This design comes from an exercise in tuning for small area and a short achievable clock period on the open sky130 flow, not from production work.
RTL that was checked went through simulation tests only; none was proved equivalent to the original.
No functional check of the RTL was part of runs 1 and 2.
No driver is modelled on the clock port, so clocking that relies on it looks cheaper here than on a real chip.
Power and IR drop assume default switching activity.

--- design/flow/design.v ---
module FP16_add #(
    parameter C0 = 0,    
    parameter C1 = 1,    
    parameter C2 = 1,    
    parameter C3 = 1,    
    parameter C4 = 1,    
    parameter C5 = 1     
)(
    input wire [15:0]data1,
    input wire [15:0]data2,
    input wire clk,
    input wire rst,
    input wire input_valid,
    output reg [15:0]data_o,
    output reg output_update
    );
    localparam NS = C0 + C1 + C2 + C3 + C4 + C5;
    reg [NS-1:0] vld;
    always @(posedge clk or posedge rst) begin
        if (rst) vld <= {NS{1'b0}};
        else     vld <= {vld[NS-2:0], input_valid};
    end
    always @(*) output_update = vld[NS-1];
    wire [15:0] a, b;
    generate if (C0) begin : g0
        reg [15:0] ra, rb;
        always @(posedge clk) begin ra <= data1; rb <= data2; end
        assign a = ra; assign b = rb;
    end else begin : p0
        assign a = data1; assign b = data2;
    end endgenerate
    wire [4:0] ea = a[14:10], eb = b[14:10];
    wire ovf_0 = (&a) | (&b);                  
    wire gt_0 = a[14:0] > b[14:0];             
    wire egt = ea > eb;
    wire [4:0] dab = ea - eb, dba = eb - ea;
    wire [4:0] d = egt ? dab : dba;            
    wire [4:0] eh_0 = egt ? ea : eb;           
    wire eq0 = ~(|ea) & ~(|eb);
    wire drop_0 = (~eq0 & ~((|ea) & (|eb))) | (d > 5'd12);
    wire [9:0] fa_1, fb_1; wire gt_1, sa_1, sb_1, drop_1, ovf_1; wire [3:0] sh_1; wire [4:0] eh_1;
    generate if (C1) begin : g1
        reg [9:0] r_fa, r_fb; reg r_gt, r_sa, r_sb, r_drop, r_ovf; reg [3:0] r_sh; reg [4:0] r_eh;
        always @(posedge clk) begin
            r_fa <= a[9:0]; r_fb <= b[9:0]; r_gt <= gt_0; r_sa <= a[15]; r_sb <= b[15];
            r_drop <= drop_0; r_sh <= d[3:0]; r_eh <= eh_0; r_ovf <= ovf_0;
        end
        assign fa_1 = r_fa; assign fb_1 = r_fb; assign gt_1 = r_gt; assign sa_1 = r_sa; assign sb_1 = r_sb;
        assign drop_1 = r_drop; assign sh_1 = r_sh; assign eh_1 = r_eh; assign ovf_1 = r_ovf;
    end else begin : p1
        assign fa_1 = a[9:0]; assign fb_1 = b[9:0]; assign gt_1 = gt_0; assign sa_1 = a[15]; assign sb_1 = b[15];
        assign drop_1 = drop_0; assign sh_1 = d[3:0]; assign eh_1 = eh_0; assign ovf_1 = ovf_0;
    end endgenerate
    wire [9:0] fh_1 = gt_1 ? fa_1 : fb_1;
    wire [9:0] fl_1 = gt_1 ? fb_1 : fa_1;
    wire sgn_1 = gt_1 ? sa_1 : sb_1;
    wire sub_1 = sa_1 ^ sb_1;
    wire zall_1 = ~(|eh_1) & ~gt_1;
    wire [22:0] low23 = {2'b01, fl_1, 11'd0} >> sh_1;
    wire [12:0] al_1 = drop_1 ? 13'd0 : low23[21:9];
    wire st_1 = ~drop_1 & (|low23[8:0]);
    wire [13:0] lx_1 = {al_1, st_1} ^ {14{sub_1}};
    wire [5:0] eh1_1 = ({1'b0, eh_1} + 6'd1) | {6{ovf_1}};
    wire [13:0] lx_2; wire [5:0] eh1_2; wire [9:0] fh_2; wire sgn_2, sub_2, zall_2;
    generate if (C2) begin : g2
        reg [13:0] r_lx; reg [5:0] r_eh1; reg [9:0] r_fh; reg r_sgn, r_sub, r_zall;
        always @(posedge clk) begin
            r_lx <= lx_1; r_eh1 <= eh1_1; r_fh <= fh_1; r_sgn <= sgn_1; r_sub <= sub_1; r_zall <= zall_1;
        end
        assign lx_2 = r_lx; assign eh1_2 = r_eh1; assign fh_2 = r_fh;
        assign sgn_2 = r_sgn; assign sub_2 = r_sub; assign zall_2 = r_zall;
    end else begin : p2
        assign lx_2 = lx_1; assign eh1_2 = eh1_1; assign fh_2 = fh_1;
        assign sgn_2 = sgn_1; assign sub_2 = sub_1; assign zall_2 = zall_1;
    end endgenerate
    wire [14:0] hf = {2'b01, fh_2, 3'd0};
    wire [14:0] s_2 = hf + {sub_2, lx_2} + {14'd0, sub_2};
    wire [14:0] s_3; wire [5:0] eh1_3; wire sgn_3, zall_3;
    generate if (C3) begin : g3
        reg [14:0] r_s; reg [5:0] r_eh1; reg r_sgn, r_zall;
        always @(posedge clk) begin
            r_s <= s_2; r_eh1 <= eh1_2; r_sgn <= sgn_2; r_zall <= zall_2;
        end
        assign s_3 = r_s; assign eh1_3 = r_eh1; assign sgn_3 = r_sgn; assign zall_3 = r_zall;
    end else begin : p3
        assign s_3 = s_2; assign eh1_3 = eh1_2; assign sgn_3 = sgn_2; assign zall_3 = zall_2;
    end endgenerate
    wire [11:0] t = s_3[14:3];
    wire nz2 = |t[11:8], nz1 = |t[7:4], nz0 = |t[3:0];
    wire [1:0] q2 = {~t[11] & ~t[10], ~t[11] & (t[10] | ~t[9])};
    wire [1:0] q1 = {~t[7] & ~t[6], ~t[7] & (t[6] | ~t[5])};
    wire [1:0] q0 = {~t[3] & ~t[2], ~t[3] & (t[2] | ~t[1])};
    wire [1:0] qf = nz2 ? q2 : nz1 ? q1 : q0;
    wire [3:0] lz = {~nz2 & ~nz1, ~nz2 & nz1, qf};
    wire [14:0] n1 = nz2 ? s_3 : nz1 ? {s_3[10:0], 4'd0} : {s_3[6:0], 8'd0};
    wire [14:0] n4 = n1 << qf;
    wire [9:0] m_3 = n4[13:4];                 
    wire rnd_3 = n4[3] & (n4[4] | (|n4[2:0]));
    wire [6:0] e0_3 = {1'b0, eh1_3} - {3'd0, lz};
    wire z_3 = zall_3 | ~(nz2 | nz1 | nz0);    
    wire [9:0] m_4; wire rnd_4, z_4; wire [6:0] e0_4; wire sgn_4;
    generate if (C4) begin : g4
        reg [9:0] r_m; reg r_rnd, r_z; reg [6:0] r_e0; reg r_sgn;
        always @(posedge clk) begin
            r_m <= m_3; r_rnd <= rnd_3; r_e0 <= e0_3; r_sgn <= sgn_3; r_z <= z_3;
        end
        assign m_4 = r_m; assign rnd_4 = r_rnd; assign e0_4 = r_e0; assign sgn_4 = r_sgn; assign z_4 = r_z;
    end else begin : p4
        assign m_4 = m_3; assign rnd_4 = rnd_3; assign e0_4 = e0_3; assign sgn_4 = sgn_3; assign z_4 = z_3;
    end endgenerate
    reg [9:0] mr;
    integer j;
    always @(*)
        for (j = 0; j < 10; j = j + 1)
            mr[j] = m_4[j] ^ (rnd_4 & (&(m_4 | ~((10'd1 << j) - 10'd1))));
    wire c = rnd_4 & (&m_4);                   
    wire ones = &e0_4[4:0];
    wire ovf = (e0_4[6:5] == 2'b01) | (c & ones & (e0_4[6:5] == 2'b00));
    wire neg = e0_4[6] & ~(c & ones);
    wire [4:0] ef = e0_4[4:0] + {4'd0, c};
    wire [15:0] res = ovf ? 16'hffff : (z_4 | neg) ? 16'h0000 : {sgn_4, ef, mr};
    generate if (C5) begin : g5
        reg [15:0] r_o;
        always @(posedge clk) r_o <= res;
        always @(*) data_o = r_o;
    end else begin : p5
        always @(*) data_o = res;
    end endgenerate
endmodule
--- design/flow/flow/run.sh ---
#!/bin/bash
# Standard ORFS layout (the standard.sh) with two changes:
#  - port buffers use the smallest buffer cell instead of the delay cell
#    that buffer_ports picks by default;
#  - clock tree built from clkbuf_4 cells, without dummy loads.
set -euo pipefail
export BUFFER_PORTS_ARGS="-buffer_cell sky130_fd_sc_hd__buf_1"
export CTS_ARGS="-sink_clustering_enable -repair_clock_nets -buf_list sky130_fd_sc_hd__clkbuf_4 -dont_use_dummy_load"
bash standard.sh finish > standard_flow.log 2>&1
--- design/flow/standard.sh ---
#!/bin/bash
# synth_recipe.tcl (not shown) runs the flow's synth.tcl, then flattens the netlist and writes it again
# the make line also repeats each setting of config.mk as NAME=value (left out here)
make -C /OpenROAD-flow-scripts/flow DESIGN_CONFIG=/design/flow/config.mk WORK_HOME=/design/flow/orfs CLKGATE_MAP_FILE= SYNTH_SCRIPT=/design/flow/synth_recipe.tcl "${@:-finish}"
--- design/flow/config.mk ---
export PLATFORM = sky130hd
export DESIGN_NAME = FP16_add
export DESIGN_NICKNAME = FP16_add
export VERILOG_FILES = /design/flow/design.v
export SDC_FILE = /design/flow/constraint.sdc
export NUM_CORES = 4
export LEC_CHECK = 0
export ABC_AREA = 0
export ABC_CLOCK_PERIOD_IN_PS = 2000
export CAP_MARGIN = 20
export CORE_MARGIN = 2
export CORE_UTILIZATION = 40
export PLACE_DENSITY = 0.6
export SETUP_SLACK_MARGIN = 1.8
export SLEW_MARGIN = 20
--- design/flow/constraint.sdc ---
create_clock -name core_clock -period 4.0 [get_ports {clk}]
set_input_delay 0.8000 -clock core_clock [delete_from_list [all_inputs] [get_ports {clk}]]
set_output_delay 0.8000 -clock core_clock [all_outputs]
set_load 0.01 [all_outputs]
==> results of run 1 <==
## power by group through the flow
stage          logic, mW  clock network, mW  registers (mW)
6_report            2.01              0.569            2.11
5_1_grt             2.23              0.660            2.16
4_1_cts             1.87              0.600            2.10
3_5_place_dp        1.79                  0            2.13
3_3_place_gp        1.76                  0            2.12
2_1_floorplan       1.47                  0            2.02
## kinds of logic (layout without fill, tap and decap cells)
group | count (synthesis) | after routing | synth area share, %
AOI/OAI and AO/OA | 135 | 135 | 14.6
adders and majority gates | 44 | 44 | 8.96
and+or+nand+nor | 130 | 130 | 10.8
xor gates and xnor gates | 50 | 50 | 6.85
buffers and inverters | 77 | 146 | 5.03
other | 0 | 1 | 0
DFF | 131 | 131 | 41.4
muxes | 64 | 64 | 12.4
## path summary, 6_finish.rpt
check / startpoint / to / slack, ps
max: data1[13] / g1.r_drop$_DFF_P_ / 1700
min: rst / vld[4]$_DFF_PP0_ / 140
max reg2reg: g3.r_s[9]$_DFF_P_ / g4.r_e0[6]$_DFF_P_ / 1730
min reg2reg: g2.r_eh1[0]$_DFF_P_ / g3.r_eh1[0]$_DFF_P_ / 310
max in group asynchronous: rst / vld[0]$_DFF_PP0_ / 3690
min in group core_clock: g2.r_eh1[0]$_DFF_P_ / g3.r_eh1[0]$_DFF_P_ / 310
## metrics by stage
step	util, %	hold WS [ps]
floorplan	-	310
global placement	43.7	310
detailed placement	43.7	312
CTS	45.3	83.3
global route	46.4	94.2
finish	46.4	143
## state kept, by name (all words and copies together) (netlist names), 6 cells and up
name and count:
g2.r_eh1 6, g1.r_fa 10, g2.r_lx 14, g5.r_o 16
g4.r_e0 7, g2.r_fh 10, g3.r_eh1 6, g3.r_s 15
g4.r_m 10, g1.r_fb 10
## layer usage
metal	vias to the layer above	global-route usage [%]	wire, um	share of wire (%)
met5	-	0	0	0
met4	0	8.32	469	3.4
met3	40	3.99	542	3.9
met2	127	29.5	6800	50
met1	2223	19.5	5910	43
li1	2379	-	-	-
## cells in the mapped netlist (all sizes together) (3+ instances only)
library cell	number
a21o	13
fa	3
a211oi	7
mux2i	32
nor4	4
and3	3
nand2b	7
nor2b	4
dfrtp	5
o211ai	5
clkbuf	10
mux4	10
o21ai	33
dfxtp	126
buf	14
xor2	32
o41ai	3
inv	51
ha	41
and4	4
o22ai	6
nor2	24
nand3	15
nand4	11
a221oi	4
a31oi	7
o21a	5
xnor2	18
mux2	22
o21bai	7
or4	4
nand2	39
nor3	5
a21oi	29
## cell type report
class	instances	area (um^2)	share of cell area, %
inverter	53	209	2.86
multi-input combinational	423	3640	49.7
antenna	1	2.50	0.0342
sequential	131	2670	36.5
tap	216	270	3.69
clock buffer	17	128	1.74
timing repair buffer	76	397	5.42
## repair_timing
| action | 4_1_cts | 5_1_grt |
|---|---|---|
| setup endpoints to repair | 44 | 20 |
| pin swaps | 7 | 9 |
| buffers inserted | 7 | 14 |
| gates resized for setup | 20 | 19 |
| hold endpoints to repair | 0 | 0 |
==> results.yml, run 1 <==
yosys:
  async_flop_share_pct: 3.82
  ys_top_cells_by_area: "dfxtp_1 (39%), ha_1 (8.0%), mux2i_1 (5.0%)"
  netlist-cell-type-count: 65
  synth_top_area_share_pct: 39.4
  post_synth_inst_count: 631
  syn_avg_cell_area_um2: 10.1
  ys_warn_count: 1
  yosys_register_bits: 131
  ys_seq_area_share_pct: 41.4
  synth_edf_count: 0
  synth_nets: 710
  synth_top_area_cell: "dfxtp_1"
  synth.cell_area_um2: 6400
  ys_dominant_reg_cell: "dfxtp_1"
die:
  dieArea_um2: 17000
  die_w_um: 130
  row_count: 46
  coreArea_um2: 15800
  io_pins: 52
  die_h_um: 130
  initial_utilization_pct: 40.6
outcome:
  status: "finished clean"
drt:
  num_vias: 4769
  avgViaCountPerCell: 5.20
  drt_iter0_markers: 200
  firstDrtPassIters: 5
  finalWirelength_mm: 13.7
  wire_per_inst_um: 15.0
  ant_nets: 0
  drc: 0
clock_network:
  cts_root_buf: "clkbuf_4"
  cts_tree: "done"
  h-tree-depth: 4
  holdBufCountCts: 0
  clock_path_buffers: 2
  clk_latency_ps: 510
  numCtsBuffers: 17
  clk_pin_slew_worst_paths_ps: 100
  cts.sinks: 131
timing:
  slew_headroom_pct: 43.7
  setup_slack_ps: 1700
  final_max_slew_viol_count: 0
  min_period_over_period_pct: 57.5
  setup_tns_ps: 0
  worst_pin_slew_ps: 843
  rsz0062_at_grt: "yes"
  skew_ps: 38.8
  finalSetupViolCount: 0
  hold_viol_final: 0
  fin_crit_ps: 2300
  fmax_mhz: 434
placement:
  port_buffers: 51
  gp_congestion: 0.908
  pre_cts_slack_ps: 644
  dp_cells: 878
  postPlaceCellArea_um2: 6900
  dp_hpwl_mm: 10.5
grt:
  grt_max_degree: 26
  grt_antenna_before_repair: 1
  grt_overflow: 0
  globalRouteTotalUtil_pct: 16.9
  grt_pass1_vias: 4742
  grt_pass1_wl_mm: 22.3
critical_path:
  critical_path_buf_inv_count: 2
  cp.required_ps: 4370
  criticalPathCategory: "in2reg"
  critPathSlowestCell: "a311o_1"
  r2r.worst_path.cells: 10
  cp_cell_sequence: "buf_1, inv_2, ha_4, and4_2, and2_4, o21ai_4, mux2i_1, xnor2_1, a311o_1"
  worst_ep_arrival_time_ps: 2670
  cp_max_fo: 6
  worstSetupPathDepth: 9
  start_kind: "input port"
  endpoint_kind: "register"
  max_stage_delay_ps: 320
  crit_family: "compound AO/OA/AOI/OAI gates"
finish:
  drive_gt1_share_pct: 19.3
  final.fill_count: 1559
  nets: 781
  fin_area_um2: 7320
  mostFrequentLayoutCell: "dfxtp_1"
  final_cell_mix: "dfxtp_1 (117), buf_1 (48), inv_1 (46)"
  stdcell_count: 917
  area_delta_synth_final_pct: 14.4
job:
  maxCapViolCount: 0
min_path:
  worstHoldPathType: "in2async"
pwr:
  finalPower_mw: 4.69
  combPwrFrac_pct: 42.9
  p_sw_mw: 1.76
  p_sw_share_pct: 37.6
  power.share.clock_pct: 12.1
  peakVddDrop_mv: 0.216
  p_int_mw: 2.92
  seqPwrFrac_pct: 44.9
  p_per_area_nw_per_um2: 641
  p_leak_nw: 3.05
==> run 2: changes to the inputs <==
==> design/flow/config.mk (replaced) <==
export PLATFORM = sky130hd
export DESIGN_NAME = FP16_add
export DESIGN_NICKNAME = FP16_add
export VERILOG_FILES = /design/flow/design.v
export SDC_FILE = /design/flow/constraint.sdc
export NUM_CORES = 4
export LEC_CHECK = 0
export ABC_AREA = 1
export CAP_MARGIN = 20
export CORE_MARGIN = 2
export CORE_UTILIZATION = 50
export PLACE_DENSITY = 0.65
export SETUP_SLACK_MARGIN = 2.0
export SLEW_MARGIN = 20
==> results.yml, run 2 <==
yosys:
  async_flop_share_pct: 3.82
  synthMostInstantiatedCell: "nand2_1"
  synth_edf_count: 0
  ys_top_cells_by_area: "dfxtp_1 (40%), nand2_1 (11%), ha_1 (8.2%)"
  ys_warn_count: 1
  netlist-cell-type-count: 49
  yosys_register_bits: 131
  ys_dominant_reg_cell: "dfxtp_1"
  synth_common_cells: "nand2_1 (190), dfxtp_1 (126), nand3_1 (90)"
  synth_nets: 870
  syn_avg_cell_area_um2: 7.95
  synth.cell_area_um2: 6290
  ys_seq_area_share_pct: 42.1
  post_synth_inst_count: 791
  synth_top_area_share_pct: 40.1
  synth_top_area_cell: "dfxtp_1"
critical_path:
  cp.required_ps: 4450
  endpoint_kind: "register"
  start_kind: "register"
  criticalPathCategory: "reg2reg"
  worst_ep_arrival_time_ps: 2420
  cp_max_fo: 6
drt:
  ant_nets: 0
  finalWirelength_mm: 13.8
  firstDrtPassIters: 5
  drc: 0
  avgViaCountPerCell: 5.22
  wire_per_inst_um: 13.3
  num_vias: 5416
  drt_iter0_markers: 356
timing:
  slew_headroom_pct: 68.2
  min_period_over_period_pct: 49.2
  hold_viol_final: 0
  fmax_mhz: 508
  setup_tns_ps: 0
  skew_ps: 26.1
  rsz0062_at_grt: "yes"
  setup_slack_ps: 2030
  fin_crit_ps: 1970
  finalSetupViolCount: 0
  final_max_slew_viol_count: 0
  worst_pin_slew_ps: 477
job:
  maxCapViolCount: 0
grt:
  grt_max_degree: 25
  grt_pass1_wl_mm: 22.6
  grt_antenna_before_repair: 0
  grt_pass1_vias: 5144
  grt_overflow: 0
  globalRouteTotalUtil_pct: 21.3
finish:
  final_cell_mix: "nand2_1 (183), dfxtp_1 (113), nand3_1 (84)"
  mostFrequentLayoutCell: "nand2_1"
  regMostFlops: "g5.r_o"
  fin_area_um2: 7260
  utilization_pct: 59.7
  area_delta_synth_final_pct: 15.5
  nets: 950
  reg_top3: "g5.r_o (16), g3.r_s (15), g2.r_lx (14)"
  diodes: 0
  drive_gt1_share_pct: 15.8
  largest_register_ffs: 16
placement:
  port_buffers: 51
  gp_congestion: 0.909
  pre_cts_slack_ps: 1220
  postPlaceCellArea_um2: 6660
  dp_hpwl_mm: 10.3
pwr:
  p_per_area_nw_per_um2: 659
  peakVddDrop_mv: 0.214
  p_leak_nw: 3.37
clock_network:
  cts.sinks: 131
  cts_tree: "done"
  clock_path_buffers: 2
  holdBufCountCts: 0
  cts_root_buf: "clkbuf_4"
  numCtsBuffers: 17
  h-tree-depth: 4
  clk_pin_slew_worst_paths_ps: 90
  clk_latency_ps: 520
min_path:
  worstHoldPathType: "in2async"
die:
  row_count: 40
  coreArea_um2: 12200
  die_w_um: 116
  initial_utilization_pct: 51.7
  die_h_um: 116
  dieArea_um2: 13500
  io_pins: 52
outcome:
  status: "finished clean"
## run 2: cell count changes after synthesis, sizes merged, moves of 18 or more
cell | before | now
nand3 | 15 | 90
nand2 | 39 | 197
mux2 | 22 | 0
inv | 51 | 84
mux2i | 32 | 1
o21ai | 33 | 51
## run 2: path summary, 6_finish.rpt
check	start	slack (ps)	to	cells after the start
worst max-delay path	g3.r_s[14]$_DFF_P_	2030	g4.r_e0[5]$_DFF_P_	11
worst min-delay path	rst	140	vld[4]$_DFF_PP0_	2
worst max register to register	g3.r_s[14]$_DFF_P_	2030	g4.r_e0[5]$_DFF_P_	11
worst min register to register	g2.r_eh1[1]$_DFF_P_	320	g3.r_eh1[1]$_DFF_P_	0
max in group asynchronous	rst	3700	vld[3]$_DFF_PP0_	2
min in group core_clock	g2.r_eh1[1]$_DFF_P_	320	g3.r_eh1[1]$_DFF_P_	0
## run 2: kinds of logic (layout without fill, tap and decap cells)
family / count (synthesis) / after routing / share of synthesized area (%)
XOR/XNOR: 47 / 47 / 6.55
buffers and inverters: 106 / 182 / 6.79
AO/OA/AOI/OAI: 103 / 103 / 9.81
flip-flops: 131 / 131 / 42.1
AND/OR/NAND/NOR: 359 / 361 / 25.5
adder cells (fa/ha/maj): 44 / 44 / 9.11
multiplexers: 1 / 1 / 0.159
## run 2: power breakdown
part / total (mW) / internal, mW / switching, mW
sequential: 1.99 / 1.73 / 0.256
combinational: 2.23 / 0.919 / 1.31
clock: 0.570 / 0.194 / 0.376
total: 4.78 / 2.84 / 1.94
## run 2: layer usage
| layer | track usage [%] | part of all wire, % | vias up |
|---|---|---|---|
| met2 | 37.5 | 51 | 168 |
| li1 | - | - | 2765 |
| met1 | 24.4 | 42 | 2448 |
| met3 | 5.14 | 4.6 | 35 |
| met5 | 0 | 0 | - |
| met4 | 10.1 | 2.9 | 0 |
## run 2: cell type report
class                           count  area (um^2)
Sequential cell                   131         2660
Clock buffer                       17          128
Multi-Input combinational cell    556         3470
Fill cell                        1108         4900
Inverter                           86          349
Timing Repair Buffer               77          433
Timing Repair inverter              2         12.5
Tap cell                          168          210
## run 2: metrics by stage
stage / hold WS [ps] / power [mW] / instances
after floorplan: 310 / 3.42 / 791
after global placement: 311 / 3.84 / 992
after detailed placement: 313 / 3.86 / 992
after CTS: 85.5 / 4.56 / 1019
after global routing: 88.3 / 5.20 / 1037
final: 136 / 4.78 / 1037
## run 2: worst max-delay path, cell delays in order, from the launching register on
cell and delay, ps:
dfxtp_2 370, nor2_4 150, nand3_4 150, o21ai_2 200, a21oi_4 60, inv_4 90, ha_1 230, nand3_1 80
and2_1 160, inv_1 60, a211oi_2 200, xor2_1 160
## run 2: what timing repair did
action                                  CTS  global route
gates resized for setup                  32            41
buffers inserted                          9            14
pin swaps                                 5             9
endpoints found under the setup margin   22            22
cloned                                    1             4
==> run 3: changes to the inputs <==
--- a/design/flow/design.v
+++ b/design/flow/design.v
@@ -38,17 +38,17 @@
     wire [4:0] eh_0 = egt ? ea : eb;           
     wire eq0 = ~(|ea) & ~(|eb);
-    wire drop_0 = (~eq0 & ~((|ea) & (|eb))) | (d > 5'd12);
-    wire [9:0] fa_1, fb_1; wire gt_1, sa_1, sb_1, drop_1, ovf_1; wire [3:0] sh_1; wire [4:0] eh_1;
+    wire lowz_0 = ~eq0 & ~((|ea) & (|eb));
+    wire [9:0] fa_1, fb_1; wire gt_1, sa_1, sb_1, lowz_1, ovf_1; wire [4:0] sh_1; wire [4:0] eh_1;
     generate if (C1) begin : g1
-        reg [9:0] r_fa, r_fb; reg r_gt, r_sa, r_sb, r_drop, r_ovf; reg [3:0] r_sh; reg [4:0] r_eh;
+        reg [9:0] r_fa, r_fb; reg r_gt, r_sa, r_sb, r_lowz, r_ovf; reg [4:0] r_sh; reg [4:0] r_eh;
         always @(posedge clk) begin
             r_fa <= a[9:0]; r_fb <= b[9:0]; r_gt <= gt_0; r_sa <= a[15]; r_sb <= b[15];
-            r_drop <= drop_0; r_sh <= d[3:0]; r_eh <= eh_0; r_ovf <= ovf_0;
+            r_lowz <= lowz_0; r_sh <= d; r_eh <= eh_0; r_ovf <= ovf_0;
         end
         assign fa_1 = r_fa; assign fb_1 = r_fb; assign gt_1 = r_gt; assign sa_1 = r_sa; assign sb_1 = r_sb;
-        assign drop_1 = r_drop; assign sh_1 = r_sh; assign eh_1 = r_eh; assign ovf_1 = r_ovf;
+        assign lowz_1 = r_lowz; assign sh_1 = r_sh; assign eh_1 = r_eh; assign ovf_1 = r_ovf;
     end else begin : p1
         assign fa_1 = a[9:0]; assign fb_1 = b[9:0]; assign gt_1 = gt_0; assign sa_1 = a[15]; assign sb_1 = b[15];
-        assign drop_1 = drop_0; assign sh_1 = d[3:0]; assign eh_1 = eh_0; assign ovf_1 = ovf_0;
+        assign lowz_1 = lowz_0; assign sh_1 = d; assign eh_1 = eh_0; assign ovf_1 = ovf_0;
     end endgenerate
     wire [9:0] fh_1 = gt_1 ? fa_1 : fb_1;
@@ -57,5 +57,6 @@
     wire sub_1 = sa_1 ^ sb_1;
     wire zall_1 = ~(|eh_1) & ~gt_1;
-    wire [22:0] low23 = {2'b01, fl_1, 11'd0} >> sh_1;
+    wire [22:0] low23 = {2'b01, fl_1, 11'd0} >> sh_1[3:0];
+    wire drop_1 = lowz_1 | (sh_1 > 5'd12);
     wire [12:0] al_1 = drop_1 ? 13'd0 : low23[21:9];
     wire st_1 = ~drop_1 & (|low23[8:0]);
--- a/design/flow/config.mk
+++ b/design/flow/config.mk
@@ -9,6 +9,6 @@
 export CAP_MARGIN = 20
 export CORE_MARGIN = 2
-export CORE_UTILIZATION = 50
-export PLACE_DENSITY = 0.65
-export SETUP_SLACK_MARGIN = 2.0
+export CORE_UTILIZATION = 40
+export PLACE_DENSITY = 0.6
+export SETUP_SLACK_MARGIN = 1.8
 export SLEW_MARGIN = 20
==> results.yml, run 3 <==
outcome:
  status: "finished clean"
timing:
  min_period_over_period_pct: 51.5
  hold_viol_final: 0
  setup_tns_ps: 0
  worst_pin_slew_ps: 579
  rsz0062_at_grt: "yes"
  fin_crit_ps: 2060
  final_max_slew_viol_count: 0
  setup_slack_ps: 1940
  finalSetupViolCount: 0
  fmax_mhz: 485
  skew_ps: 46.5
  slew_headroom_pct: 60.9
placement:
  dp_hpwl_mm: 10.2
  pre_cts_slack_ps: 1150
  gp_congestion: 0.908
  port_buffers: 51
clock_network:
  numCtsBuffers: 17
  cts_root_buf: "clkbuf_4"
  h-tree-depth: 4
  cts.sinks: 132
  clock_path_buffers: 2
  clk_latency_ps: 510
  clk_pin_slew_worst_paths_ps: 90
  cts_tree: "done"
pwr:
  p_int_mw: 2.66
  power.share.clock_pct: 12.9
  p_per_area_nw_per_um2: 641
  p_sw_share_pct: 40.0
  peakVddDrop_mv: 0.200
  combPwrFrac_pct: 42.6
  seqPwrFrac_pct: 44.5
  p_leak_nw: 3.24
  p_sw_mw: 1.78
grt:
  grt_pass1_vias: 4749
  grt_overflow: 0
  grt_max_degree: 24
  grt_antenna_before_repair: 1
  globalRouteTotalUtil_pct: 16.1
  grt_pass1_wl_mm: 21.4
finish:
  largest_register_ffs: 16
  nets: 920
  final_cell_mix: "nand2_1 (183), dfxtp_1 (120), nand3_1 (86)"
  mostFrequentLayoutCell: "nand2_1"
  regMostFlops: "g5.r_o"
  reg_top3: "g5.r_o (16), g3.r_s (15), g2.r_lx (14)"
  area_delta_synth_final_pct: 9.79
  drive_gt1_share_pct: 9.65
drt:
  firstDrtPassIters: 5
  avgViaCountPerCell: 4.81
  ant_nets: 0
  wire_per_inst_um: 12.1
  drt_iter0_markers: 218
  num_vias: 5060
  finalWirelength_mm: 12.7
  drc: 0
yosys:
  ys_dominant_reg_cell: "dfxtp_1"
  ys_seq_area_share_pct: 42.3
  post_synth_inst_count: 782
  async_flop_share_pct: 3.79
  synth.cell_area_um2: 6310
  synth_top_area_share_pct: 40.3
  synth_nets: 861
  yosys_register_bits: 132
  ys_warn_count: 1
  synth_common_cells: "nand2_1 (184), dfxtp_1 (127), nand3_1 (86)"
  synth_top_area_cell: "dfxtp_1"
  synth_edf_count: 0
  syn_avg_cell_area_um2: 8.07
  netlist-cell-type-count: 49
  synthMostInstantiatedCell: "nand2_1"
  ys_top_cells_by_area: "dfxtp_1 (40%), nand2_1 (11%), ha_1 (8.1%)"
critical_path:
  critical_path_buf_inv_count: 2
  start_kind: "register"
  r2r.worst_path.cells: 12
  r2r_slack_ps: 1940
  crit_family: "simple AND/OR/NAND/NOR gates"
  endpoint_kind: "register"
  timing.rr.end: "g4.r_e0[6]$_DFF_P_"
  regToRegStartpoint: "g3.r_s[9]$_DFF_P_"
  cp.required_ps: 4400
  worst_ep_arrival_time_ps: 2460
  criticalPathCategory: "reg2reg"
  path_common_cell: "o21ai_2"
  critPathSlowestCell: "fa_2"
  cp_cell_sequence: "nor2_4, nand3_4, o21ai_2, nand2_2, nand2_8, inv_2, ha_1, fa_2, o21ai_2, nor2_1, nand2_1, inv_1"
  cp_max_fo: 15
  max_stage_delay_ps: 360
min_path:
  worstHoldPathType: "in2async"
job:
  maxCapViolCount: 0
die:
  die_h_um: 130
  io_pins: 52
  die_w_um: 130
  dieArea_um2: 16800
  coreArea_um2: 15300
  row_count: 45
  initial_utilization_pct: 41.2
==> run 3: what timing repair did <==
item                                   in CTS  in global routing
hold buffers                                0                  0
setup endpoints to repair                  10                  8
buffers inserted                            1                  5
gates resized for setup                    10                 24
pin swaps                                   2                  6
endpoints found under the hold margin       0                  0
==> run 3: power by group through the flow <==
stage          logic [mW]  clock network, mW  registers, mW
3_5_place_dp         1.80                  0           2.00
6_report             1.89              0.572           1.98
4_1_cts              1.82              0.606           1.97
5_1_grt              2.17              0.666           2.03
2_1_floorplan        1.44                  0           1.97
3_3_place_gp         1.79                  0           2.00
==> run 3: final cells by class <==
| class | count | area, um^2 |
|---|---|---|
| diodes | 1 | 2.50 |
| clock buffers | 17 | 128 |
| fillers | 1604 | 8380 |
| inverters | 83 | 322 |
| multi-input cells | 548 | 3280 |
| flip-flops and latches | 132 | 2680 |
| well taps | 211 | 264 |
| repair buffers | 59 | 253 |
==> run 3: layer usage <==
layer  track usage, %  share of wire, %
met2             27.2                48
met4             6.26               2.1
met3             4.29               3.4
met1             19.7                47
met5                0                 0
==> run 3: cell families (layout without fill, tap and decap cells) <==
family                   Yosys count  after routing  share of synthesized area, %
AO/OA/AOI/OAI                    110            110                          10.3
flip-flops                       132            132                          42.3
XOR/XNOR                          45             45                          6.24
AND/OR/NAND/NOR                  348            348                          25.0
multiplexers                       1              1                         0.159
buffers and inverters            102            159                          7.00
adder cells (fa/ha/maj)           44             44                          9.08
other                              0              1                             0
==> run 3: how the worst max path moves through the flow <==
stage	startpoint	to	slack, ps	depth (start not counted)
floorplan	data1[12]	g1.r_sh[4]$_DFF_P_	1830	12
global placement	data1[11]	g1.r_sh[3]$_DFF_P_	1220	11
detailed placement	data1[11]	g1.r_sh[3]$_DFF_P_	1150	10
CTS	g3.r_s[13]$_DFF_P_	g4.r_e0[6]$_DFF_P_	1740	14
global route	g3.r_s[9]$_DFF_P_	g4.r_e0[6]$_DFF_P_	1790	12
finish	g3.r_s[9]$_DFF_P_	g4.r_e0[6]$_DFF_P_	1940	12
==> run 3: metrics by stage <==
| step | std cells | utilization (%) | power, mW | hold slack, ps | area (um^2) |
|---|---|---|---|---|---|
| CTS | 1045 | 44.5 | 4.40 | 133 | 6820 |
| detailed placement | 1027 | 43.5 | 3.80 | 312 | 6660 |
| floorplan | 782 | - | 3.41 | 310 | 6310 |
| global placement | 1027 | 43.5 | 3.79 | 310 | 6660 |
| global route | 1051 | 45.3 | 4.86 | 133 | 6930 |
| finish | 1051 | 45.3 | 4.44 | 173 | 6930 |
==> run 4: changes to the inputs <==
==> design/flow/flow/run.sh (replaced) <==
#!/bin/bash
# Standard ORFS layout (the standard.sh) with three changes:
#  - port buffers use the smallest buffer cell instead of the delay cell
#    that buffer_ports picks by default;
#  - the clock tree is built from clkbuf_4 cells, without dummy loads;
#  - after CTS, flow/post_cts.tcl upsizes to clkbuf_8 the clock buffers
#    whose flip-flop clock pins see a slow slew.
# Each tool's full output stays in orfs/logs; make's output goes to
# standard_flow.log.
set -euo pipefail
export BUFFER_PORTS_ARGS="-buffer_cell sky130_fd_sc_hd__buf_1"
export CTS_ARGS="-sink_clustering_enable -repair_clock_nets -buf_list sky130_fd_sc_hd__clkbuf_4 -dont_use_dummy_load"
export POST_CTS_TCL="$PWD/flow/post_cts.tcl"
bash standard.sh finish > standard_flow.log 2>&1
==> design/flow/flow/post_cts.tcl (new file) <==
estimate_parasitics -placement
set my_up [dict create]
foreach pin [all_registers -clock_pins -edge_triggered] {
  set worst 0
  foreach edge {rise fall} {
    foreach an {min max} {
      set s [expr {[sta::time_ui_sta [get_property $pin slew_${an}_$edge]] * 1e12}]
      if {$s > $worst} { set worst $s }
    }
  }
  if {$worst > 100} {
    set net [get_nets -of_objects $pin]
    foreach drv [get_pins -of_objects $net -filter "direction==output"] {
      set inst [get_cells -of_objects $drv]
      if {[get_property $inst ref_name] eq "sky130_fd_sc_hd__clkbuf_4"} {
        dict set my_up [get_full_name $inst] 1
      }
    }
  }
}
foreach name [dict keys $my_up] {
  replace_cell [get_cells $name] sky130_fd_sc_hd__clkbuf_8
}
puts "post_cts: upsized [dict size $my_up] clock buffers"
if {[dict size $my_up] > 0} {
  detailed_placement
  check_placement -verbose
  estimate_parasitics -placement
}
--- a/design/flow/config.mk
+++ b/design/flow/config.mk
@@ -11,4 +11,4 @@
 export CORE_UTILIZATION = 40
 export PLACE_DENSITY = 0.6
-export SETUP_SLACK_MARGIN = 1.8
+export SETUP_SLACK_MARGIN = 2.0
 export SLEW_MARGIN = 20
==> results.yml, run 4 <==
placement:
  dp_hpwl_mm: 10.4
  gp_congestion: 0.880
  port_buffers: 51
  pre_cts_slack_ps: 1280
critical_path:
  criticalPathCategory: "reg2reg"
  cp.required_ps: 4400
  endpoint_kind: "register"
  worst_ep_arrival_time_ps: 2390
  cp_max_fo: 3
  start_kind: "register"
finish:
  reg_top3: "g5.r_o (16), g3.r_s (15), g2.r_lx (14)"
  regMostFlops: "g5.r_o"
  area_delta_synth_final_pct: 15.7
  diodes: 0
  nets: 946
  drive_gt1_share_pct: 15.4
  mostFrequentLayoutCell: "nand2_1"
  final_cell_mix: "nand2_1 (180), dfxtp_1 (115), nand3_1 (84)"
  largest_register_ffs: 16
timing:
  rsz0062_at_grt: "yes"
  fin_crit_ps: 1980
  skew_ps: 26.0
  min_period_over_period_pct: 49.6
  setup_slack_ps: 2020
  final_max_slew_viol_count: 0
  fmax_mhz: 505
  slew_headroom_pct: 64.2
  setup_tns_ps: 0
  hold_viol_final: 0
  finalSetupViolCount: 0
  worst_pin_slew_ps: 530
yosys:
  synth_common_cells: "nand2_1 (184), dfxtp_1 (127), nand3_1 (86)"
  syn_avg_cell_area_um2: 8.07
  synth.cell_area_um2: 6310
  post_synth_inst_count: 782
  synth_top_area_cell: "dfxtp_1"
  netlist-cell-type-count: 49
  synth_nets: 861
  synthMostInstantiatedCell: "nand2_1"
  ys_dominant_reg_cell: "dfxtp_1"
  synth_top_area_share_pct: 40.3
  ys_seq_area_share_pct: 42.3
  synth_edf_count: 0
  yosys_register_bits: 132
  ys_top_cells_by_area: "dfxtp_1 (40%), nand2_1 (11%), ha_1 (8.1%)"
  async_flop_share_pct: 3.79
  ys_warn_count: 1
grt:
  grt_max_degree: 23
  grt_pass1_wl_mm: 22.3
  grt_pass1_vias: 4885
  grt_overflow: 0
  globalRouteTotalUtil_pct: 16.9
  grt_antenna_before_repair: 0
die:
  io_pins: 52
  initial_utilization_pct: 41.2
  dieArea_um2: 16800
  die_h_um: 130
  die_w_um: 130
  coreArea_um2: 15300
  row_count: 45
drt:
  finalWirelength_mm: 13.4
  firstDrtPassIters: 5
  wire_per_inst_um: 12.5
  avgViaCountPerCell: 4.89
  ant_nets: 0
  drt_iter0_markers: 240
  drc: 0
  num_vias: 5257
pwr:
  finalPower_mw: 4.69
  p_per_area_nw_per_um2: 642
  peakVddDrop_mv: 0.206
  p_leak_nw: 3.40
clock_network:
  cts_tree: "done"
  cts.sinks: 132
  clk_pin_slew_worst_paths_ps: 90
  clk_latency_ps: 520
outcome:
  status: "finished clean"
job:
  maxCapViolCount: 0
min_path:
  worstHoldPathType: "in2async"
-- run 4: cell count changes in the layout (fill, tap and decap cells not counted), moves of 3 or more --
cell	delta
ha_1	-5
nand2_1	-3
clkbuf_4	-3
ha_4	+5
clkbuf_8	+3
dfxtp_1	-5
inv_1	-3
nand2_2	+3
o21ai_2	+3
dfxtp_2	+6
buf_4	+23
-- run 4: report_power, final --
part	internal [mW]	switching [mW]
sequential	1.74	0.253
clock	0.225	0.378
combinational	0.871	1.23
total	2.83	1.86
-- run 4: critical path, cell delays in order (launching register included) --
cell and delay (ps):
dfxtp_2 350, nand4_1 90, inv_2 70, nand4_1 100, or2_4 270, nor4b_4 250
ha_2 270, ha_4 160, nand3_4 80, xor2_2 150, o21ai_2 60
-- run 4: kinds of logic (layout without fill, tap and decap cells) --
kind of cell | count (synthesis) | after routing | synth area share, %
compound gates | 110 | 110 | 10.3
xor+xnor | 45 | 45 | 6.24
fa+ha+maj | 44 | 44 | 9.08
buf+inv | 102 | 185 | 7.00
flops | 132 | 132 | 42.3
mux | 1 | 1 | 0.159
simple gates | 348 | 348 | 25.0
-- run 4: final timing paths --
path / depth (start not counted) / start / slack [ps] / to
setup / recovery: 10 / g4.r_m[2]$_DFF_P_ / 2020 / g5.r_o[14]$_SDFF_PP1_
hold / removal: 2 / rst / 150 / vld[4]$_DFF_PP0_
setup reg to reg: 10 / g4.r_m[2]$_DFF_P_ / 2020 / g5.r_o[14]$_SDFF_PP1_
hold reg to reg: 0 / g2.r_eh1[0]$_DFF_P_ / 320 / g3.r_eh1[0]$_DFF_P_
max in group asynchronous: 2 / rst / 3690 / vld[0]$_DFF_PP0_
min in group core_clock: 0 / g2.r_eh1[0]$_DFF_P_ / 320 / g3.r_eh1[0]$_DFF_P_
-- run 4: layout make-up --
class	instances	area (um^2)
Inverter	83	345
Fill cell	1594	8010
Tap cell	211	264
Clock buffer	17	146
Sequential cell	132	2690
Timing Repair Buffer	85	474
Multi-Input combinational cell	548	3390
-- run 4: per-stage QoR --
step,instance area [um^2],std cells,hold slack (ps),utilization [%]
final,7300,1076,153,47.7
after global routing,7300,1076,116,47.7
after detailed placement,6710,1027,313,43.8
after global placement,6710,1027,311,43.8
after floorplan,6380,782,310,-
-- run 4: per-layer routing --
layer	share of wire, %	track usage (%)	up-vias
met5	0	0	-
met1	45	20.5	2399
li1	-	-	2741
met2	51	29.3	105
met3	3.5	4.46	12
met4	1.1	5.25	0
==> run 5: changes to the inputs <==
--- a/design/flow/config.mk
+++ b/design/flow/config.mk
@@ -13,2 +13,3 @@
 export SETUP_SLACK_MARGIN = 2.0
 export SLEW_MARGIN = 20
+export TNS_END_PERCENT = 0
==> results.yml, run 5 <==
placement:
  pre_cts_slack_ps: 1310
  gp_congestion: 0.954
  port_buffers: 51
  dp_hpwl_mm: 10.1
finish:
  nets: 925
  largest_register_ffs: 16
  drive_gt1_share_pct: 11.3
  final_cell_mix: "nand2_1 (181), dfxtp_1 (121), nand3_1 (86)"
  final.fill_count: 1607
  mostFrequentLayoutCell: "nand2_1"
  seq_area_um2: 2680
  regMostFlops: "g5.r_o"
  multi_input_area_um2: 3350
  area_delta_synth_final_pct: 12.1
  reg_top3: "g5.r_o (16), g3.r_s (15), g2.r_lx (14)"
  utilization_pct: 46.2
critical_path:
  start_kind: "register"
  worst_ep_arrival_time_ps: 2420
  timing.rr.end: "g4.r_e0[6]$_DFF_P_"
  crit_family: "simple AND/OR/NAND/NOR gates"
  critical_path_buf_inv_count: 5
  regToRegStartpoint: "g3.r_s[13]$_DFF_P_"
  path_common_cell: "nor2_4"
  criticalPathCategory: "reg2reg"
  cp.required_ps: 4410
  cp_cell_sequence: "inv_1, nand2_1, inv_2, nand2_8, nor2_4, inv_4, nor2_4, nor2_4, buf_4, fa_2, o21ai_2, nor2_1, nand2_1, inv_1"
  r2r.worst_path.cells: 14
  max_stage_delay_ps: 390
  cp_max_fo: 15
  r2r_slack_ps: 1990
  critPathSlowestCell: "fa_2"
  endpoint_kind: "register"
yosys:
  syn_avg_cell_area_um2: 8.07
  ys_top_cells_by_area: "dfxtp_1 (40%), nand2_1 (11%), ha_1 (8.1%)"
  yosys_register_bits: 132
  ys_seq_area_share_pct: 42.3
  synth_edf_count: 0
  synthMostInstantiatedCell: "nand2_1"
  synth_top_area_share_pct: 40.3
  synth_top_area_cell: "dfxtp_1"
  netlist-cell-type-count: 49
  synth.cell_area_um2: 6310
  async_flop_share_pct: 3.79
  synth_common_cells: "nand2_1 (184), dfxtp_1 (127), nand3_1 (86)"
  post_synth_inst_count: 782
  synth_nets: 861
  ys_dominant_reg_cell: "dfxtp_1"
  ys_warn_count: 1
drt:
  drt_iter0_markers: 226
  drc: 0
  firstDrtPassIters: 4
  wire_per_inst_um: 12.1
  finalWirelength_mm: 12.8
  num_vias: 5078
  avgViaCountPerCell: 4.81
  ant_nets: 0
pwr:
  power.share.clock_pct: 14.2
  p_per_area_nw_per_um2: 645
  combPwrFrac_pct: 42.5
  seqPwrFrac_pct: 43.3
  peakVddDrop_mv: 0.220
  p_sw_share_pct: 39.8
  p_sw_mw: 1.82
  p_leak_nw: 3.28
  p_int_mw: 2.75
die:
  dieArea_um2: 16800
  coreArea_um2: 15300
  die_h_um: 130
  row_count: 45
  io_pins: 52
  initial_utilization_pct: 41.2
  die_w_um: 130
job:
  maxCapViolCount: 0
clock_network:
  cts_tree: "done"
  clk_latency_ps: 520
  clk_pin_slew_worst_paths_ps: 80
  cts.sinks: 132
timing:
  worst_pin_slew_ps: 558
  slew_headroom_pct: 62.8
  finalSetupViolCount: 0
  hold_viol_final: 0
  setup_tns_ps: 0
  setup_slack_ps: 1990
  fmax_mhz: 498
  skew_ps: 26.2
  min_period_over_period_pct: 50.2
  rsz0062_at_grt: "yes"
  final_max_slew_viol_count: 0
  fin_crit_ps: 2010
grt:
  use_met2_pct: 27.4
  globalRouteTotalUtil_pct: 16.2
  grt_pass1_wl_mm: 21.5
  use_met1_pct: 20.0
  grt_antenna_before_repair: 1
  grt_pass1_vias: 4698
  grtUsageMet3_pct: 4.21
  busiest_layer: "met2"
  grt_overflow: 0
  grt_max_degree: 23
outcome:
  status: "finished clean"
min_path:
  worstHoldPathType: "in2async"
[run 5: per-layer routing]
layer	vias to the layer above	share of wire, %
li1	2705	-
met1	2244	47
met2	112	48
met3	17	4.1
met4	0	1.5
met5	-	0
[run 5: how the worst max path moves through the flow]
stage / start / to / cells past startpoint
2_1_floorplan: data1[12] / g1.r_sh[4]$_DFF_P_ / 12
6_report: g3.r_s[13]$_DFF_P_ / g4.r_e0[6]$_DFF_P_ / 14
3_5_place_dp: data1[11] / g1.r_sh[3]$_DFF_P_ / 11
5_1_grt: g3.r_s[13]$_DFF_P_ / g4.r_e0[6]$_DFF_P_ / 14
3_3_place_gp: data1[11] / g1.r_sh[3]$_DFF_P_ / 11
[run 5: area by class of cell]
type                       count  area share (%)
multi-input combinational    548            47.3
sequential                   132            37.8
inverter                      83            4.65
timing repair buffer          64            4.10
tap                          211            3.73
clock buffer                  17            2.33
antenna                        1          0.0354
[run 5: cell families (layout without fill, tap and decap cells)]
kind of cell               Yosys count  in the layout  share of synthesized area [%]
DFF                                132            132                           42.3
xor gates and xnor gates            45             45                           6.24
adders and majority gates           44             44                           9.08
AOI/OAI and AO/OA                  110            110                           10.3
muxes                                1              1                          0.159
other                                0              1                              0
buffers and inverters              102            164                           7.00
and+or+nand+nor                    348            348                           25.0
[run 5: worst reg2reg max path, delay by kind of cell (launching register included)]
family	cells	cell delay, ps
and+or+nand+nor	7	580
buffers and inverters	5	440
adders and majority gates	1	390
DFF	1	340
AOI/OAI and AO/OA	1	160
[run 5: power groups by stage]
stage,registers (mW),logic (mW),clock network (mW)
3_3_place_gp,1.99,1.80,0
2_1_floorplan,1.97,1.44,0
3_5_place_dp,2.00,1.80,0
5_1_grt,2.02,2.23,0.735
6_report,1.98,1.94,0.649
[run 5: stage by stage]
step / power, mW / cells / cell area, um^2 / hold WS (ps)
after floorplan: 3.41 / 782 / 6360 / 310
after global placement: 3.79 / 1027 / 6700 / 310
after detailed placement: 3.80 / 1027 / 6700 / 312
after global routing: 4.98 / 1056 / 7080 / 105
final: 4.57 / 1056 / 7080 / 131
==> run 6: changes to the inputs <==
--- a/design/flow/config.mk
+++ b/design/flow/config.mk
@@ -11,5 +11,4 @@
 export CORE_UTILIZATION = 40
 export PLACE_DENSITY = 0.6
-export SETUP_SLACK_MARGIN = 2.0
+export SETUP_SLACK_MARGIN = 1.8
 export SLEW_MARGIN = 20
-export TNS_END_PERCENT = 0
==> results.yml, run 6 <==
outcome:
  status: "finished clean"
die:
  io_pins: 52
  die_h_um: 130
  coreArea_um2: 15300
  die_w_um: 130
  dieArea_um2: 16800
  initial_utilization_pct: 41.2
  row_count: 45
grt:
  grt_pass1_wl_mm: 21.4
  grt_overflow: 0
  grt_antenna_before_repair: 1
  grt_pass1_vias: 4765
  grt_max_degree: 24
  globalRouteTotalUtil_pct: 16.2
finish:
  area_delta_synth_final_pct: 9.63
  drive_gt1_share_pct: 8.99
  regMostFlops: "g5.r_o"
  final_cell_mix: "nand2_1 (182), dfxtp_1 (122), nand3_1 (86)"
  largest_register_ffs: 16
  reg_top3: "g5.r_o (16), g3.r_s (15), g2.r_lx (14)"
  nets: 915
  mostFrequentLayoutCell: "nand2_1"
  stdcell_count: 1046
yosys:
  synth_top_area_share_pct: 40.3
  synth_common_cells: "nand2_1 (184), dfxtp_1 (127), nand3_1 (86)"
  synthXorXnorAreaFrac_pct: 6.24
  ys_warn_count: 1
  netlist-cell-type-count: 49
  synth-compound-area-share_pct: 10.3
  yosys.area_share.adder_pct: 9.08
  ys_dominant_reg_cell: "dfxtp_1"
  synth.cell_area_um2: 6310
  ys_top_cells_by_area: "dfxtp_1 (40%), nand2_1 (11%), ha_1 (8.1%)"
  synth_top_area_cell: "dfxtp_1"
  synth_edf_count: 0
  synth_nets: 861
  synth_top_family_by_area: "simple AND/OR/NAND/NOR gates"
  synthMuxAreaShare_pct: 0.159
  post_synth_inst_count: 782
  async_flop_share_pct: 3.79
  yosys.area_share.simple_pct: 25.0
  yosys_register_bits: 132
  syn_avg_cell_area_um2: 8.07
  synthMostInstantiatedCell: "nand2_1"
  ys_seq_area_share_pct: 42.3
drt:
  ant_nets: 0
  avgViaCountPerCell: 4.78
  drt_iter0_markers: 237
  drc: 0
  num_vias: 5005
  firstDrtPassIters: 4
  finalWirelength_mm: 12.6
  wire_per_inst_um: 12.1
timing:
  final_max_slew_viol_count: 0
  rsz0062_at_grt: "yes"
  hold_viol_final: 0
  worst_pin_slew_ps: 584
  setup_tns_ps: 0
  slew_headroom_pct: 60.6
  skew_ps: 29.7
  min_period_over_period_pct: 52.1
  fin_crit_ps: 2080
  fmax_mhz: 480
  finalSetupViolCount: 0
pwr:
  power.share.clock_pct: 14.1
  p_per_area_nw_per_um2: 645
  peakVddDrop_mv: 0.210
  combPwrFrac_pct: 41.7
  p_int_mw: 2.69
  p_sw_mw: 1.78
  p_leak_nw: 3.23
  p_sw_share_pct: 39.8
  seqPwrFrac_pct: 44.2
  finalPower_mw: 4.47
clock_network:
  clk_latency_ps: 520
  clk_pin_slew_worst_paths_ps: 80
  cts.sinks: 132
  cts_tree: "done"
critical_path:
  start_kind: "input port"
  endpoint_kind: "register"
  cp.required_ps: 4390
  cp_max_fo: 12
  startpoint: "data1[12]"
  worst_ep_arrival_time_ps: 2470
  criticalPathCategory: "in2reg"
  regToRegStartpoint: "g3.r_s[9]$_DFF_P_"
placement:
  gp_congestion: 0.908
  dp_cells: 1027
  port_buffers: 51
  dp_hpwl_mm: 10.2
min_path:
  worstHoldPathType: "in2async"
job:
  maxCapViolCount: 0
-- run 6: layer usage --
metal	part of all wire, %	track usage (%)	up-vias
met5	0	0	-
met4	1.8	6.39	0
met1	47	19.7	2215
li1	-	-	2687
met2	48	27.2	88
met3	3.7	4.50	15
-- run 6: through the flow --
stage	setup slack (ps)	instance area, um^2	utilization, %	hold slack, ps
2_1_floorplan	1830	6310	-	310
3_3_place_gp	1220	6660	43.5	310
3_5_place_dp	1150	6660	43.5	312
5_1_grt	1770	6920	45.2	110
6_report	1920	6920	45.2	144
-- run 6: final timing paths --
kind                                      endpoint  slack, ps  depth (start not counted)
worst max-delay path            g1.r_sh[2]$_DFF_P_       1920                         10
worst min-delay path              vld[1]$_DFF_PP0_        140                          2
worst max register to register  g4.r_e0[6]$_DFF_P_       1930                         12
worst min register to register    g4.r_sgn$_DFF_P_        320                          0
max in group asynchronous         vld[3]$_DFF_PP0_       3690                          2
min in group core_clock           g4.r_sgn$_DFF_P_        320                          0
-- run 6: kinds of logic (layout without fill, tap and decap cells) --
family                   count (synthesis)  count (layout)
other                                    0               1
buffers and inverters                  102             154
AND/OR/NAND/NOR                        348             348
AO/OA/AOI/OAI                          110             110
multiplexers                             1               1
adder cells (fa/ha/maj)                 44              44
XOR/XNOR                                45              45
flip-flops                             132             132
-- run 6: power by group through the flow --
stage | Clock (mW) | Sequential (mW) | Combinational, mW
2_1_floorplan | 0 | 1.97 | 1.44
3_3_place_gp | 0 | 2.00 | 1.79
3_5_place_dp | 0 | 2.00 | 1.80
5_1_grt | 0.727 | 2.02 | 2.15
6_report | 0.632 | 1.97 | 1.86
-- run 6: final cells by class --
type                    count  area, um^2
fillers                  1599        8390
multi-input cells         548        3290
flip-flops and latches    132        2670
inverters                  83         319
well taps                 211         264
repair buffers             54         215
clock buffers              17         159
diodes                      1        2.50
-- run 6: worst max-delay path: stages --
cell and delay [ps]:
buf_1 120, inv_1 90, ha_1 390, nand2_1 160, o31ai_2 330, nand2_4 150, inv_1 170, nand2_1 80
a21oi_1 130, nor2_1 60
==> run 7: changes to the inputs <==
--- a/design/flow/config.mk
+++ b/design/flow/config.mk
@@ -11,4 +11,5 @@
 export CORE_UTILIZATION = 40
 export PLACE_DENSITY = 0.6
-export SETUP_SLACK_MARGIN = 1.8
+export SETUP_SLACK_MARGIN = 2.4
 export SLEW_MARGIN = 20
+export TNS_END_PERCENT = 0
==> results.yml, run 7 <==
outcome:
  status: "finished clean"
finish:
  reg_top3: "g5.r_o (16), g3.r_s (15), g2.r_lx (14)"
  utilization_pct: 47.1
  drive_gt1_share_pct: 13.7
  mostFrequentLayoutCell: "nand2_1"
  stdcell_count: 1068
  final.fill_count: 1611
  final_cell_mix: "nand2_1 (180), dfxtp_1 (117), nand3_1 (85)"
  seq_area_um2: 2680
  nets: 937
  fin_area_um2: 7210
  largest_register_ffs: 16
  regMostFlops: "g5.r_o"
  multi_input_area_um2: 3380
  area_delta_synth_final_pct: 14.3
timing:
  setup_tns_ps: 0
  hold_viol_final: 0
  setup_slack_ps: 2060
  skew_ps: 28.7
  rsz0062_at_grt: "yes"
  slew_headroom_pct: 63.1
  finalSetupViolCount: 0
  fin_crit_ps: 1940
  fmax_mhz: 514
  min_period_over_period_pct: 48.6
  final_max_slew_viol_count: 0
  timing.hold.ws_ps: 132
  worst_pin_slew_ps: 552
drt:
  firstDrtPassIters: 5
  num_vias: 5134
  drt_iter0_markers: 168
  ant_nets: 0
  wire_per_inst_um: 12.3
  avgViaCountPerCell: 4.81
  drc: 0
  finalWirelength_mm: 13.1
placement:
  dp_cells: 1027
  gp_congestion: 0.954
  postPlaceCellArea_um2: 6700
  dp_hpwl_mm: 10.1
  pre_cts_slack_ps: 1310
  port_buffers: 51
grt:
  grt_max_degree: 23
  grt_antenna_before_repair: 1
  grt_overflow: 0
  globalRouteTotalUtil_pct: 16.3
  grt_pass1_vias: 4731
  grt_pass1_wl_mm: 21.7
yosys:
  ys_top_cells_by_area: "dfxtp_1 (40%), nand2_1 (11%), ha_1 (8.1%)"
  synth_nets: 861
  synthMostInstantiatedCell: "nand2_1"
  synth_top_area_cell: "dfxtp_1"
  synth.cell_area_um2: 6310
  netlist-cell-type-count: 49
  synth_common_cells: "nand2_1 (184), dfxtp_1 (127), nand3_1 (86)"
  post_synth_inst_count: 782
  synth_edf_count: 0
  ys_seq_area_share_pct: 42.3
  yosys_register_bits: 132
  synth_top_area_share_pct: 40.3
  ys_dominant_reg_cell: "dfxtp_1"
  async_flop_share_pct: 3.79
  ys_warn_count: 1
  syn_avg_cell_area_um2: 8.07
critical_path:
  criticalPathCategory: "reg2reg"
  cp_max_fo: 8
  endpoint_kind: "register"
  worst_ep_arrival_time_ps: 2360
  start_kind: "register"
  cp.required_ps: 4410
clock_network:
  clk_pin_slew_worst_paths_ps: 80
  cts_tree: "done"
  cts.sinks: 132
  clk_latency_ps: 520
die:
  coreArea_um2: 15300
  row_count: 45
  die_h_um: 130
  initial_utilization_pct: 41.2
  dieArea_um2: 16800
  die_w_um: 130
  io_pins: 52
min_path:
  worstHoldPathType: "in2async"
job:
  maxCapViolCount: 0
pwr:
  peakVddDrop_mv: 0.220
  finalPower_mw: 4.66
  p_leak_nw: 3.34
  p_per_area_nw_per_um2: 646
==> run 7: cell count changes in the layout (fill, tap and decap cells not counted), moves of 3 or more <==
cell	previous run	this run
inv_1	74	71
dfxtp_1	122	117
buf_4	3	24
dfxtp_2	5	10
ha_1	40	35
ha_4	0	5
==> run 7: cell families (layout without fill, tap and decap cells) <==
group / count (synthesis) / in the layout / share of synthesized area [%]
compound gates: 110 / 110 / 10.3
xor+xnor: 45 / 45 / 6.24
fa+ha+maj: 44 / 44 / 9.08
buf+inv: 102 / 176 / 7.00
flops: 132 / 132 / 42.3
mux: 1 / 1 / 0.159
other cells: 0 / 1 / 0
simple gates: 348 / 348 / 25.0
==> run 7: layer usage <==
layer / up-vias / GRT usage [%] / part of all wire, %
li1: 2729 / - / -
met1: 2290 / 20.1 / 46
met2: 99 / 27.7 / 49
met3: 16 / 4.25 / 3.6
met4: 0 / 5.50 / 1.3
met5: - / 0 / 0
==> run 7: layout make-up <==
class / instances / area share, %
multi-input cells: 548 / 46.9
flip-flops and latches: 132 / 37.2
repair buffers: 76 / 5.40
inverters: 83 / 4.56
well taps: 211 / 3.66
clock buffers: 17 / 2.29
diodes: 1 / 0.0347
==> run 7: worst max-delay path: stages, from the launching register on <==
cell	delay (ps)
dfxtp_2	340
inv_1	50
nand2_1	50
inv_2	100
nand2_8	90
nor2_4	170
inv_4	60
nor2_4	100
nor2_4	60
buf_8	140
fa_2	390
o21ai_2	160
nor2_1	50
nand2_1	50
inv_1	30
==> run 7: power breakdown <==
group	switching, mW	total, mW	internal, mW	leakage [nW]
sequential	0.254	1.99	1.73	1.13
clock	0.394	0.650	0.256	0.0938
combinational	1.21	2.02	0.815	2.12
==> run 7: final timing paths <==
check	start	to	slack [ps]	cells after the start
worst max-delay path	g3.r_s[13]$_DFF_P_	g4.r_e0[6]$_DFF_P_	2060	14
worst min-delay path	rst	vld[0]$_DFF_PP0_	130	2
worst max register to register	g3.r_s[13]$_DFF_P_	g4.r_e0[6]$_DFF_P_	2060	14
worst min register to register	g2.r_eh1[3]$_DFF_P_	g3.r_eh1[3]$_DFF_P_	330	0
max in group asynchronous	rst	vld[4]$_DFF_PP0_	3700	2
min in group core_clock	g2.r_eh1[3]$_DFF_P_	g3.r_eh1[3]$_DFF_P_	330	0
==> run 8: changes to the inputs <==
--- a/design/flow/config.mk
+++ b/design/flow/config.mk
@@ -11,5 +11,5 @@
 export CORE_UTILIZATION = 40
 export PLACE_DENSITY = 0.6
-export SETUP_SLACK_MARGIN = 2.4
+export SETUP_SLACK_MARGIN = 2.7
 export SLEW_MARGIN = 20
 export TNS_END_PERCENT = 0
==> results.yml, run 8 <==
yosys:
  synth_top_area_cell: "dfxtp_1"
  synthMuxAreaShare_pct: 0.159
  async_flop_share_pct: 3.79
  synth.cell_area_um2: 6310
  yosys.area_share.simple_pct: 25.0
  ys_dominant_reg_cell: "dfxtp_1"
  synth-compound-area-share_pct: 10.3
  yosys_register_bits: 132
  synth_top_family_by_area: "simple AND/OR/NAND/NOR gates"
  ys_warn_count: 1
  netlist-cell-type-count: 49
  syn_avg_cell_area_um2: 8.07
  synth_edf_count: 0
  synth_common_cells: "nand2_1 (184), dfxtp_1 (127), nand3_1 (86)"
  synthXorXnorAreaFrac_pct: 6.24
  ys_seq_area_share_pct: 42.3
  post_synth_inst_count: 782
  yosys.area_share.adder_pct: 9.08
  synthMostInstantiatedCell: "nand2_1"
  synth_nets: 861
  synth_top_area_share_pct: 40.3
  ys_top_cells_by_area: "dfxtp_1 (40%), nand2_1 (11%), ha_1 (8.1%)"
placement:
  gp_congestion: 0.954
  dp_hpwl_mm: 10.1
  pre_cts_slack_ps: 1310
  port_buffers: 51
  postPlaceCellArea_um2: 6700
clock_network:
  clk_latency_ps: 520
  clk_pin_slew_worst_paths_ps: 80
  cts.sinks: 132
  cts_tree: "done"
grt:
  grt_pass1_wl_mm: 21.7
  grt_max_degree: 23
  grt_pass1_vias: 4731
  globalRouteTotalUtil_pct: 16.3
  grt_antenna_before_repair: 1
  grt_overflow: 0
finish:
  regMostFlops: "g5.r_o"
  final.fill_count: 1611
  mostFrequentLayoutCell: "nand2_1"
  reg_top3: "g5.r_o (16), g3.r_s (15), g2.r_lx (14)"
  area_delta_synth_final_pct: 14.3
  nets: 937
  drive_gt1_share_pct: 13.7
  largest_register_ffs: 16
  fin_area_um2: 7210
  final_cell_mix: "nand2_1 (180), dfxtp_1 (117), nand3_1 (85)"
timing:
  fin_crit_ps: 1940
  fmax_mhz: 514
  skew_ps: 28.7
  worst_pin_slew_ps: 552
  rsz0062_at_grt: "yes"
  finalSetupViolCount: 0
  setup_tns_ps: 0
  hold_viol_final: 0
  setup_slack_ps: 2060
  slew_headroom_pct: 63.1
  min_period_over_period_pct: 48.6
  final_max_slew_viol_count: 0
die:
  coreArea_um2: 15300
  row_count: 45
  die_w_um: 130
  io_pins: 52
  dieArea_um2: 16800
  die_h_um: 130
  initial_utilization_pct: 41.2
drt:
  drt_iter0_markers: 168
  avgViaCountPerCell: 4.81
  num_vias: 5134
  firstDrtPassIters: 5
  ant_nets: 0
  finalWirelength_mm: 13.1
  drc: 0
  wire_per_inst_um: 12.3
critical_path:
  endpoint_kind: "register"
  start_kind: "register"
  cp_max_fo: 8
  cp.required_ps: 4410
  criticalPathCategory: "reg2reg"
  worst_ep_arrival_time_ps: 2360
min_path:
  worstHoldPathType: "in2async"
job:
  maxCapViolCount: 0
pwr:
  peakVddDrop_mv: 0.220
  p_leak_nw: 3.34
  p_per_area_nw_per_um2: 646
outcome:
  status: "finished clean"
==> run 8: cell counts in the layout (fill, tap and decap cells not counted) <==
No cell type changed its count.
==> run 8: final cells by class <==
cell class / instances / area, um^2 / share of cell area (%)
Sequential cell: 132 / 2680 / 37.2
Multi-Input combinational cell: 548 / 3380 / 46.9
Tap cell: 211 / 264 / 3.66
Timing Repair Buffer: 76 / 389 / 5.40
Antenna cell: 1 / 2.50 / 0.0347
Inverter: 83 / 329 / 4.56
Clock buffer: 17 / 165 / 2.29
==> run 8: per-stage QoR <==
stage	instances	util, %	total power [mW]	hold WS [ps]
2_1_floorplan	782	-	3.41	310
3_3_place_gp	1027	43.7	3.79	310
3_5_place_dp	1027	43.7	3.80	312
5_1_grt	1068	47.1	5.07	105
6_report	1068	47.1	4.66	132
==> run 8: metal layers <==
layer / part of all wire [%] / up-vias / global-route usage [%]
met5: 0 / - / 0
met4: 1.3 / 0 / 5.50
met3: 3.6 / 16 / 4.25
met2: 49 / 99 / 27.7
met1: 46 / 2290 / 20.1
li1: - / 2729 / -
==> run 8: critical path, cell delays in order (launching register included) <==
cell and delay (ps):
dfxtp_2 340, inv_1 50, nand2_1 50, inv_2 100, nand2_8 90, nor2_4 170
inv_4 60, nor2_4 100, nor2_4 60, buf_8 140, fa_2 390, o21ai_2 160
nor2_1 50, nand2_1 50, inv_1 30
==> run 8: kinds of logic (layout without fill, tap and decap cells) <==
kind of cell | Yosys count | in the layout
flip-flops | 132 | 132
adder cells (fa/ha/maj) | 44 | 44
AO/OA/AOI/OAI | 110 | 110
multiplexers | 1 | 1
buffers and inverters | 102 | 176
AND/OR/NAND/NOR | 348 | 348
other | 0 | 1
XOR/XNOR | 45 | 45
==> run 8: worst paths after layout <==
check                                    start                  end  slack, ps  cells after the start
max                         g3.r_s[13]$_DFF_P_   g4.r_e0[6]$_DFF_P_       2060                     14
min                                        rst     vld[0]$_DFF_PP0_        130                      2
max reg2reg                 g3.r_s[13]$_DFF_P_   g4.r_e0[6]$_DFF_P_       2060                     14
min reg2reg                g2.r_eh1[3]$_DFF_P_  g3.r_eh1[3]$_DFF_P_        330                      0
max in group asynchronous                  rst     vld[4]$_DFF_PP0_       3700                      2
min in group core_clock    g2.r_eh1[3]$_DFF_P_  g3.r_eh1[3]$_DFF_P_        330                      0
==> run 8: report_power, final <==
part / internal [mW] / switching [mW]
Sequential: 1.73 / 0.254
Clock: 0.256 / 0.394
Combinational: 0.815 / 1.21

==> what the ideal ports hide <==
Ports are ideal in the flow. The routed layouts listed here were re-timed in OpenROAD.
Step 1, drivers: a clkbuf_16 drives clk and a buf_2 each remaining input, both assumed.
Step 2, shift: input delay + t, output delay - t, t = (earliest + latest rising clock arrival at the registers) / 2. This alone moves slack from input paths to output paths.
Three values: ideal, step 1, step 2; two values: the first two.
run	t, ns	slack for setup (ns)	worst data-port slew with drivers (ns)
run 1	0.530	1.698 / 1.706 / 1.176	0.04
run 2	0.540	2.030 / 2.030 / 1.510	0.03
run 3	0.526	1.940 / 1.940 / 1.450	0.03
run 4	0.546	2.018 / 2.018 / 1.545	0.03
run 5	0.548	1.991 / 1.991 / 1.544	0.03
run 6	0.541	1.917 / 1.927 / 1.391	0.03
run 7	0.549	2.055 / 2.055 / 1.564	0.03
run 8	0.549	2.055 / 2.055 / 1.564	0.03
After both steps setup and hold are still met in every run listed. For run 6, which loses most, drivers alone change the setup slack by +0.010 ns; drivers and shift together by -0.526 ns.
